From an optimization exercise on the open Yosys and OpenROAD flow, aimed at small area, a short achievable clock period and few clock cycles; shortcuts taken in it are not production practice. No run shown here included a check of the RTL's function; only the layout flow was run. No activity file was given, so power comes from the tool's default toggle rates.

## flow/run.sh

```bash
#!/bin/bash
# synth_recipe.tcl (not shown) runs the flow's synth.tcl, then flattens the netlist and writes it again
# the make line also repeats each setting of config.mk as NAME=value (left out here)
make -C /OpenROAD-flow-scripts/flow DESIGN_CONFIG=/design/flow/config.mk WORK_HOME=/design/flow/orfs CLKGATE_MAP_FILE= SYNTH_SCRIPT=/design/flow/synth_recipe.tcl finish
```

## flow/config.mk

```make
export PLATFORM = sky130hd
export DESIGN_NAME = JAM
export DESIGN_NICKNAME = JAM
export VERILOG_FILES = /design/flow/design.v
export SDC_FILE = /design/flow/constraint.sdc
export NUM_CORES = 4
export LEC_CHECK = 0
export CAP_MARGIN = 20
export CORE_MARGIN = 2
export CORE_UTILIZATION = 40
export SLEW_MARGIN = 20
```

## flow/constraint.sdc

```tcl
create_clock -name core_clock -period 5.0 [get_ports {CLK}]
set_input_delay 1.0000 -clock core_clock [delete_from_list [all_inputs] [get_ports {CLK}]]
set_output_delay 1.0000 -clock core_clock [all_outputs]
set_load 0.01 [all_outputs]
```

## flow/design.v

```verilog
module JAM (CLK, RST, W, J, Cost, MatchCount, MinCost, Valid);
input CLK;
input RST;
output reg [2:0] W;
output reg [2:0] J;
input [6:0] Cost;
output reg [3:0] MatchCount;
output reg [9:0] MinCost;
output reg Valid;
localparam ST_SCAN = 3'd0, ST_WAIT = 3'd1, ST_LAST = 3'd2, ST_READ = 3'd3,
           ST_DFSA = 3'd4, ST_DFSB = 3'd5, ST_DONE = 3'd6;
reg [2:0] st;
reg [2:0] row;           
reg [6:0] u  [0:7];      
reg [6:0] nv [0:7];      
reg [7:0] minv [0:7];    
reg [2:0] way [0:7];     
reg [7:0] vw;            
reg [2:0] p [0:7];       
reg [7:0] matched;
reg [7:0] used;          
reg [7:0] rowin;         
reg [2:0] j0;            
reg [7:0] delta;
reg [2:0] j1;
reg first;               
reg ph;                  
reg upd;                 
reg aug;                 
reg [2:0] ja;
reg [2:0] arow;
reg [7:0] abv;           
reg [7:0] candr;         
reg one;                 
reg s1v, s1l, s1r;
reg [6:0] s1c;
reg [7:0] s1p;
reg [2:0] s1j, s1w;
reg s2v, s2l;
reg [7:0] s2c, s2m;
reg [2:0] s2j;
reg s3v, s3l;
reg [7:0] s3m;
reg [2:0] s3j;
integer k;
function [3:0] next_after;
    input [7:0] m;
    input [2:0] c;
    integer i;
    begin
        next_after = 4'b1000;
        for (i = 7; i >= 0; i = i - 1)
            if (m[i] && i > c) next_after = i;
    end
endfunction
function [3:0] lowest;
    input [7:0] m;
    integer i;
    begin
        lowest = 4'b1000;
        for (i = 7; i >= 0; i = i - 1)
            if (m[i]) lowest = i;
    end
endfunction
function single;
    input [7:0] m;
    integer i, n;
    begin
        n = 0;
        for (i = 0; i < 8; i = i + 1)
            n = n + m[i];
        single = (n < 2);
    end
endfunction
wire [3:0] nscan = next_after(ph ? 8'hff : ~used, J);
wire [7:0] p0 = {1'b0, nv[J]} + (ph ? ((used[J] && upd) ? delta : 8'd0)
                                    : ~{1'b0, u[W]} + 8'd1);
wire [7:0] cur = {1'b0, s1c} + s1p;
wire lt = s2c < s2m;
wire [7:0] mnew = lt ? s2c : s2m;
wire lt3 = s3m < delta;
wire [2:0] j1f = lt3 ? s3j : j1;
wire mf = lt3 ? matched[s3j] : matched[j1];
wire [2:0] pf = lt3 ? p[s3j] : p[j1];
wire [3:0] fa = lowest(~(used | (8'd1 << j1)));
wire [3:0] fb = lowest(~(used | (8'd1 << s3j)));
wire [3:0] ff = lt3 ? fb : fa;
reg [7:0] avail [0:7];
reg [7:0] blk;
reg dead, allone;
reg [7:0] cand;
always @(*) begin
    blk = 8'd0;
    dead = 1'b0;
    allone = 1'b1;
    for (k = 0; k < 8; k = k + 1) begin
        avail[k] = minv[k] & ~used;
        if (!single(avail[k])) allone = 1'b0;
        if (k > W) begin
            if (avail[k] == 8'd0) dead = 1'b1;
            if (single(avail[k])) blk = blk | avail[k];
        end
    end
    cand = dead ? 8'd0 : (avail[W] & ~blk & abv);
end
wire [3:0] cfirst = lowest(candr);
wire [2:0] sprev = way[W - 3'd1];
wire [1:0] pc = {1'b0, candr[0]} + candr[1] + candr[2] + candr[3]
              + candr[4] + candr[5] + candr[6] + candr[7];
always @(posedge CLK) begin
    if (RST) begin
        st <= ST_SCAN;
        row <= 3'd0;
        W <= 3'd0;
        J <= 3'd0;
        first <= 1'b1;
        ph <= 1'b1;
        upd <= 1'b0;
        aug <= 1'b0;
        delta <= 8'hff;
        used <= 8'd0;
        rowin <= 8'd0;
        matched <= 8'd0;
        s1v <= 1'b0;
        s1r <= 1'b0;
        s2v <= 1'b0;
        s3v <= 1'b0;
        MinCost <= 10'd0;
        MatchCount <= 4'd0;
        Valid <= 1'b0;
        for (k = 0; k < 8; k = k + 1) begin
            u[k] <= 7'd0;
            nv[k] <= 7'd0;
        end
    end else begin
        upd <= 1'b0;
        if (upd) begin
            for (k = 0; k < 8; k = k + 1) begin
                if (used[k] && k != j1)
                    nv[k] <= nv[k] + delta[6:0];
                if (!used[k])
                    minv[k] <= minv[k] - delta;
                if (rowin[k] && (k != W || st == ST_LAST))
                    u[k] <= u[k] + delta[6:0];
            end
            MinCost <= MinCost + {3'd0, delta[6:0]};
            delta <= 8'hff;
        end
        if (aug) begin
            matched[ja] <= 1'b1;
            p[ja] <= vw[ja] ? arow : p[way[ja]];
            ja <= way[ja];
            if (vw[ja]) aug <= 1'b0;
        end
        s1v <= (st == ST_SCAN);
        s1r <= (st == ST_READ);
        s1l <= nscan[3];
        s1c <= Cost;
        s1p <= p0;
        s1j <= J;
        s1w <= W;
        s2v <= s1v;
        s2l <= s1l;
        s2c <= cur;
        s2m <= first ? 8'hff : minv[s1j];
        s2j <= s1j;
        if (s1r)
            minv[s1w][s1j] <= (cur == 8'd0);
        s3v <= s2v;
        s3l <= s2l;
        s3m <= mnew;
        s3j <= s2j;
        if (s2v) begin
            minv[s2j] <= mnew;
            if (!first && lt) begin
                vw[s2j] <= 1'b0;
                way[s2j] <= j0;
            end
        end
        if (s3v) begin
            delta <= lt3 ? s3m : delta;
            j1 <= j1f;
        end
        case (st)
        ST_SCAN: begin
            if (ph) begin
                ph <= 1'b0;
                used <= 8'd0;
                rowin <= 8'd1 << row;
            end
            if (nscan[3])
                st <= ST_WAIT;
            else
                J <= nscan[2:0];
        end
        ST_WAIT: begin
            if (s3v && s3l) begin
                first <= 1'b0;
                upd <= 1'b1;
                if (first)
                    vw <= 8'hff;
                if (mf) begin
                    used <= used | (8'd1 << j1f);
                    rowin[pf] <= 1'b1;
                    W <= pf;
                    J <= ff[2:0];
                    j0 <= j1f;
                    st <= ST_SCAN;
                end else begin
                    ja <= j1f;
                    arow <= row;
                    first <= 1'b1;
                    J <= 3'd0;
                    if (row == 3'd7) begin
                        st <= ST_LAST;
                    end else begin
                        aug <= 1'b1;
                        ph <= 1'b1;
                        row <= row + 3'd1;
                        W <= row + 3'd1;
                        st <= ST_SCAN;
                    end
                end
            end
        end
        ST_LAST: begin
            used <= 8'd0;
            W <= 3'd0;
            st <= ST_READ;
        end
        ST_READ: begin
            {W, J} <= {W, J} + 6'd1;
            abv <= 8'hff;
            one <= 1'b1;
            if ({W, J} == 6'd63) begin
                W <= 3'd0;
                st <= ST_DFSA;
            end
        end
        ST_DFSA: begin
            if (!s1r) begin
                candr <= cand;
                one <= one && allone;
                st <= ST_DFSB;
            end
        end
        ST_DFSB: begin
            st <= ST_DFSA;
            one <= 1'b0;
            if (one) begin
                MatchCount <= 4'd1;
                st <= ST_DONE;
            end else if (W == 3'd6) begin
                MatchCount <= MatchCount + {2'b0, pc};
                W <= 3'd5;
                used <= used & ~(8'd1 << sprev);
                abv <= ~((8'd2 << sprev) - 8'd1);
            end else if (candr != 8'd0) begin
                way[W] <= cfirst[2:0];
                used <= used | (8'd1 << cfirst[2:0]);
                W <= W + 3'd1;
                abv <= 8'hff;
            end else if (W == 3'd0) begin
                st <= ST_DONE;
            end else begin
                used <= used & ~(8'd1 << sprev);
                W <= W - 3'd1;
                abv <= ~((8'd2 << sprev) - 8'd1);
            end
        end
        default: begin
            Valid <= 1'b1;
        end
        endcase
    end
end
endmodule
```

==> results of run 1 <==
==> Yosys cell counts, drive strengths merged (6+ instances only) <==
master / count
nor2b: 64
a22oi: 36
nor2: 296
a222oi: 26
a21o: 74
o21ai: 148
xnor2: 102
xor2: 60
o31ai: 22
or2: 10
or3: 18
o21bai: 25
nor3b: 11
and3b: 6
mux2: 31
and2: 14
a2111oi: 10
ha: 244
inv: 259
and3: 26
o21a: 27
a211oi: 81
nor3: 86
dfxtp: 188
nor4b: 9
edfxtp: 203
buf: 21
mux2i: 122
nor4: 14
nand3: 69
a221oi: 15
nand2b: 39
o211ai: 14
mux4: 41
a21boi: 8
clkbuf: 144
o22ai: 31
nand2: 391
a31oi: 40
fa: 63
nand4: 24
a21oi: 244
==> layer usage <==
layer / wire length [µm] / up-vias / global-route usage
met5: 30 / - / 0
met4: 3720 / 4 / 0.0931
met3: 9500 / 232 / 0.0507
met2: 46000 / 1356 / 0.408
met1: 47800 / 13100 / 0.384
li1: - / 12500 / -
==> final timing paths <==
kind | end | slack [ps] | cells after the start
setup / recovery | one$_DFFE_PP_ | 110 | 14
hold / removal | s3l$_DFFE_PN_ | 420 | 0
setup reg to reg | one$_DFFE_PP_ | 110 | 14
hold reg to reg | s3l$_DFFE_PN_ | 420 | 0
==> report_power, final <==
part | total, W | internal [W] | leakage [nW] | switching (W)
sequential | 0.00394 | 0.00366 | 3.38 | 0.000279
combinational | 0.00474 | 0.00162 | 9.73 | 0.00312
clock | 0.00382 | 0.00223 | 0.831 | 0.00159
total | 0.0125 | 0.00752 | 13.9 | 0.00498
==> through the flow <==
| step | hold slack [ps] | std cells | worst slack [ps] | cell area, µm² |
|---|---|---|---|---|
| after floorplan | 400 | 3439 | 118 | 30400 |
| after global placement | 404 | 4392 | 256 | 32200 |
| after detailed placement | 405 | 4392 | 214 | 32200 |
| after CTS | 419 | 4484 | 128 | 33900 |
| after global routing | 438 | 4487 | -60.4 | 34000 |
| final | 419 | 4487 | 106 | 34000 |
==> state kept, by name (all words and copies together) (netlist names), 4 cells and up, named ones only <==
name / count
s2m: 8
way: 24
minv: 64
s2c: 8
p: 24
nv: 56
abv: 8
matched: 8
s3m: 8
u: 56
s1c: 7
rowin: 8
MatchCount: 4
MinCost: 10
delta: 8
used: 8
vw: 8
s1p: 8
candr: 8
==> cell usage in the layout (no fill, tap or decap), types with 36 or more instances in the layout <==
cell type | synthesis | routed
edfxtp_1 | 203 | 203
o21ai_0 | 146 | 146
ha_1 | 244 | 244
a31oi_1 | 39 | 38
a211oi_1 | 80 | 80
nor2b_1 | 64 | 64
nor3_1 | 86 | 84
clkbuf_16 | 0 | 50
dfxtp_1 | 188 | 184
nand3_1 | 69 | 69
nor2_1 | 296 | 295
xnor2_1 | 102 | 101
a21oi_1 | 244 | 244
a21o_1 | 74 | 74
a22oi_1 | 36 | 36
nand2_1 | 391 | 391
inv_1 | 258 | 256
xor2_1 | 60 | 59
nand2b_1 | 39 | 39
buf_4 | 0 | 114
fa_1 | 63 | 63
mux4_2 | 41 | 41
mux2i_1 | 122 | 121
==> repair_timing <==
action                     CTS  global route
setup buffers                0             3
gates resized for setup      0             8
hold buffers                 0             0
setup endpoints to repair    0             6
==> final cells by class <==
type	count	area (µm²)	area share
inverters	263	993	0.0292
multi-input cells	2620	19000	0.560
repair buffers	143	1150	0.0338
flip-flops and latches	391	9860	0.290
well taps	978	1220	0.0360
clock buffers	57	1290	0.0379
clock inverters	35	430	0.0127
==> cells by family after synthesis <==
group | synth area share
AND/OR/NAND/NOR | 0.166
AO/OA/AOI/OAI | 0.186
buffers and inverters | 0.0531
flip-flops | 0.324
adder cells (fa/ha/maj) | 0.142
multiplexers | 0.0820
XOR/XNOR | 0.0467
==> impl_metrics.yaml, run 1 <==
outcome:
  status: "finished clean"
synth:
  yosys.area.top_type_share: 0.201
  ys_warn_count: 4
  synth_cell_types: 85
  ys_async_sr_fraction: 0
  syn-num-nets: 3755
  ys.flop_type: "edfxtp_1"
  synth_edf_count: 203
  yosys.area.top_type: "edfxtp_1"
  synth.cell_area_um2: 30400
  synth_area_leaders: "edfxtp_1 (20%), dfxtp_1 (12%), ha_1 (10%), nand2_1 (4.8%), fa_1 (4.1%)"
  ys_seq_area_frac: 0.324
  syn_avg_cell_area_um2: 8.84
  synth_cells: 3439
  ys_ff_latch: 391
run:
  cap_violations: 0
cts:
  cts.sinks: 391
  cts_root_buf: "clkbuf_16"
  cts.clk_slew.worst_paths_ps: 60
  cts_tree: "yes"
  numCtsBuffers: 49
  htree_levels: 2
  clock_latency_ps: 640
  cts_max_path_buffers: 3
routing:
  avgRoutedWirePerCell_um: 23.9
  first_pass_iters: 7
  ant_nets: 0
  routed_via_density: 6.05
  drtIter0Drc: 3498
  drc: 0
  dr_total_vias: 27200
  wl_um: 107000
sta:
  tightest_slew_ps: 1200
  finalSetupViolCount: 0
  hold_violations: 0
  finalSetupTns_ps: 0
  maxSlewHeadroom: 0.200
  slew_violations: 0
  period_share: 0.979
  timing.fmax_mhz: 204
  finalClockSkew_ps: 60.3
  fin_crit_ps: 4890
pwr:
  ir_drop_mv: 0.284
  p_total_w: 0.0125
  power.leakage_nw: 13.9
  cellPowerDensity_nw_per_um2: 368
floorplan:
  rows: 101
  core_area_um2: 75600
  initial_utilization: 0.402
  fp.dieW_um: 280
  die_y_um: 280
  die_area_um2: 78200
  design.portCount: 30
final_layout:
  drive_above_1_share: 0.0875
  area_growth_pct: 11.8
  nNetsFinal: 3784
  final_core_util: 0.450
  final.fill_count: 7332
  diodes: 0
worst_setup_path:
  worstPathArrival_ps: 5310
  startpoint_type: "flop"
  crit_slowest_cell: "nor3b_1"
  slowest_delay_ps: 560
  critPathKind: "flop to flop"
  cp_top_family: "adder cells"
  crit_top_cell: "fa_1"
  critPathLaunch: "used[1]$_SDFFE_PP0P_"
  path_max_fanout: 5
  cp_num_buf_inv: 3
  path_cells: "inv_1, nand2_1, inv_1, fa_1, inv_1, fa_1, fa_1, or3b_2, fa_1, nor4b_1, o21ai_0, nor3b_1, nand4b_1, o21ai_0"
  critPathCaptureType: "flop"
  r2r-start: "used[1]$_SDFFE_PP0P_"
  worstPathRequired_ps: 5410
placement:
  dp_hpwl_um: 78900
  place_congestion: 0.981
  place.port_buffers: 29
grt:
  overflow: 0
  first_global_vias: 25600
  grt_pass1_wl_um: 161000
  antenna_found_initial: 3
  grt_max_degree: 81
  track_usage: 0.270
hold_path:
  holdCritStartpoint: "s2l$_DFFE_PN_"
  hp-class: "flop to flop"
==> inputs of run 2 (changes only) <==
--- a/flow/config.mk
+++ b/flow/config.mk
@@ -5,7 +5,9 @@
 export SDC_FILE = /design/flow/constraint.sdc
 export NUM_CORES = 4
 export LEC_CHECK = 0
+export ABC_CLOCK_PERIOD_IN_PS = 2500
 export CAP_MARGIN = 20
 export CORE_MARGIN = 2
 export CORE_UTILIZATION = 40
+export SETUP_SLACK_MARGIN = 2.5
 export SLEW_MARGIN = 20
==> run 2 against run 1 <==
Compared with the run above: total power grew 21%; sequential power grew 1%; first-iteration DRC count fell by 2.8%; synthesized area unchanged; register-to-register slack gained 430 ps; synthesized cell count is the same; sequential cell count unchanged; clock skew shrank 29 ps; clock-buffer cell count is 9 higher; hold slack worse by 1.1 ps.
==> impl_metrics.yaml, run 2 <==
outcome:
  status: "finished clean"
synth:
  yosys.area.top_type: "edfxtp_1"
  synth_area_leaders: "edfxtp_1 (20%), dfxtp_1 (12%), ha_1 (10%), nand2_1 (4.8%), fa_1 (4.1%)"
  synth_top_family_by_area: "compound AO/OA/AOI/OAI gates"
  muxShareOfSynthArea: 0.0820
  synth.cell_area_um2: 30400
  yosys.area_share.simple: 0.166
  syn_avg_cell_area_um2: 8.84
  ys.flop_type: "edfxtp_1"
  synthXorXnorAreaFrac: 0.0467
  ys_ff_latch: 391
  ys_warn_count: 4
  ys_seq_area_frac: 0.324
  ys_async_sr_fraction: 0
  synth_edf_count: 203
  synth_cells: 3439
  synth_commonest_cells: "nand2_1 (391), nor2_1 (296), inv_1 (258)"
  synth_compound_area_frac: 0.186
  yosys.area.top_type_share: 0.201
  syn-num-nets: 3755
  yosys.area_share.adder: 0.142
  synth.most_common_cell: "nand2_1"
  synth_cell_types: 85
cts:
  cts_max_path_buffers: 3
  cts_tree: "yes"
  clock_latency_ps: 620
  numCtsBuffers: 47
  htree_levels: 2
  cts.sinks: 391
  cts_root_buf: "clkbuf_16"
  cts.clk_slew.worst_paths_ps: 60
floorplan:
  initial_utilization: 0.402
  design.portCount: 30
  rows: 101
  die_y_um: 280
  core_area_um2: 75600
  fp.dieW_um: 280
  die_area_um2: 78200
sta:
  rsz0062_at_grt: "true"
  finalSetupTns_ps: 0
  slew_violations: 0
  hold_violations: 0
  finalClockSkew_ps: 31.5
  fin_hold_ws_ps: 418
  fin_crit_ps: 4460
  timing.fmax_mhz: 224
  maxSlewHeadroom: 0.266
  period_share: 0.892
  tightest_slew_ps: 1100
  finalSetupViolCount: 0
worst_setup_path:
  cp_top_family: "adder cells"
  startpoint_type: "flop"
  worstPathArrival_ps: 4840
  worstPathRequired_ps: 5370
  crit_slowest_cell: "fa_1"
  critPathCaptureType: "flop"
  r2r-start: "minv[2][3]$_DFFE_PP_"
  critPathKind: "flop to flop"
  cp_num_buf_inv: 2
  crit_top_cell: "fa_1"
  r2r_cells: 14
  slowest_delay_ps: 620
  path_cells: "nor2b_4, fa_1, inv_1, fa_1, fa_1, or3_4, fa_2, nor2b_4, o21ai_2, nor3_4, buf_6, a222oi_1, nor2_1, a2111oi_0"
  path_depth: 14
  path_max_fanout: 7
  critPathLaunch: "minv[2][3]$_DFFE_PP_"
routing:
  drtIter0Drc: 3401
  avgRoutedWirePerCell_um: 25.3
  drc: 0
  routed_via_density: 6.12
  dr_total_vias: 28900
  first_pass_iters: 6
  ant_nets: 0
  wl_um: 120000
placement:
  place.port_buffers: 29
  dp.cells: 4369
  place_congestion: 0.967
  dp_hpwl_um: 79600
  placed_area_um2: 32900
hold_path:
  holdCritStartpoint: "s2l$_DFFE_PN_"
  hp-class: "flop to flop"
  whs_path_depth: 0
final_layout:
  area_growth_pct: 30.5
  final_cells: 4721
  final.fill_count: 6719
  regMostFlops: "minv"
  layout_common_cells: "nand2_1 (373), nor2_1 (275), buf_4 (222)"
  largest_reg_flops: 64
  nNetsFinal: 4017
  final_common_cell: "nand2_1"
  reg.largest.list: "minv (64), nv (56), u (56)"
  fin_area_um2: 39700
  drive_above_1_share: 0.269
pwr:
  cellPowerDensity_nw_per_um2: 382
  p_total_w: 0.0151
  power.leakage_nw: 16.0
  ir_drop_mv: 0.429
grt:
  overflow: 0
  track_usage: 0.290
  grt_max_degree: 148
  first_global_vias: 27100
  grt_pass1_wl_um: 172000
  antenna_found_initial: 2
run:
  cap_violations: 0
run 2: cell counts after synthesis:
No cell type changed its count.
run 2: kinds of logic after synthesis:
group | Yosys count
AO/OA/AOI/OAI | 865
multiplexers | 194
AND/OR/NAND/NOR | 1092
XOR/XNOR | 162
buffers and inverters | 428
adder cells (fa/ha/maj) | 307
flip-flops | 391
run 2: worst register-to-register path, stage by stage (launching register included):
cell and delay [ps]:
edfxtp_1 440, nor2b_4 170, fa_1 620, inv_1 80, fa_1 460, fa_1 480
or3_4 340, fa_2 380, nor2b_4 140, o21ai_2 200, nor3_4 60, buf_6 150
a222oi_1 210, nor2_1 100, a2111oi_0 390
run 2: power breakdown:
group	leakage, nW	switching [W]	total [W]	internal [W]
Combinational	11.8	0.00429	0.00744	0.00315
Clock	0.801	0.00150	0.00371	0.00220
Sequential	3.38	0.000313	0.00399	0.00367
run 2: metrics by stage:
stage	util	worst slack, ps
6_report	0.525	539
2_1_floorplan	-	764
3_5_place_dp	0.435	324
4_1_cts	0.494	626
5_1_grt	0.525	291
3_3_place_gp	0.435	380
run 2: what timing repair did:
item,4_1_cts,5_1_grt
resized for setup,331,314
cloned,14,7
pin swaps,145,223
hold buffers,0,0
setup endpoints to repair,385,313
setup buffers,135,105
run 2: area by class of cell:
class,count,area [µm²],area share
timing repair buffer,376,3930,0.0991
clock inverter,21,317,0.00798
tap,978,1220,0.0309
clock buffer,66,1320,0.0332
antenna,4,10.0,0.000252
multi-input combinational,2622,21900,0.552
sequential,391,9920,0.250
inverter,263,1050,0.0264
run 2: worst paths after layout:
kind | to | slack, ps
hold / removal | s3l$_DFFE_PN_ | 420
hold reg to reg | s3l$_DFFE_PN_ | 420
setup reg to reg | candr[3]$_SDFFCE_PP0P_ | 540
setup / recovery | candr[3]$_SDFFCE_PP0P_ | 540
run 2: routing by layer:
layer	vias to the layer above	wire, µm	global-route usage
met4	0	5680	0.112
met5	-	0	0
met2	1568	52200	0.442
li1	13000	-	-
met1	14000	50000	0.403
met3	341	11800	0.0592

-- port drivers added, routing unchanged --
No port has a modelled driver above. Below, the same layouts with a new extraction and two added sets of constraints.
Step 1, drivers: a clkbuf_16 drives CLK and a buf_2 each remaining input, both assumed.
Step 2 moves the port delays by t, midway between the first and last clock arrival at a register: inputs arrive t later, outputs are due t later. That takes back most of the time a late clock gives input paths.
a / b / c = no drivers / after step 1 / after step 2; a / b = the first two.
run	t, ns	slack for setup (ns)	worst hold slack (ns)
run 1	0.671	0.106 / 0.106 / 0.106	0.419 / 0.419 / 0.419
run 2	0.667	0.538 / 0.539 / 0.539	0.418 / 0.418 / 0.418
After both steps setup and hold are still met in every run listed.
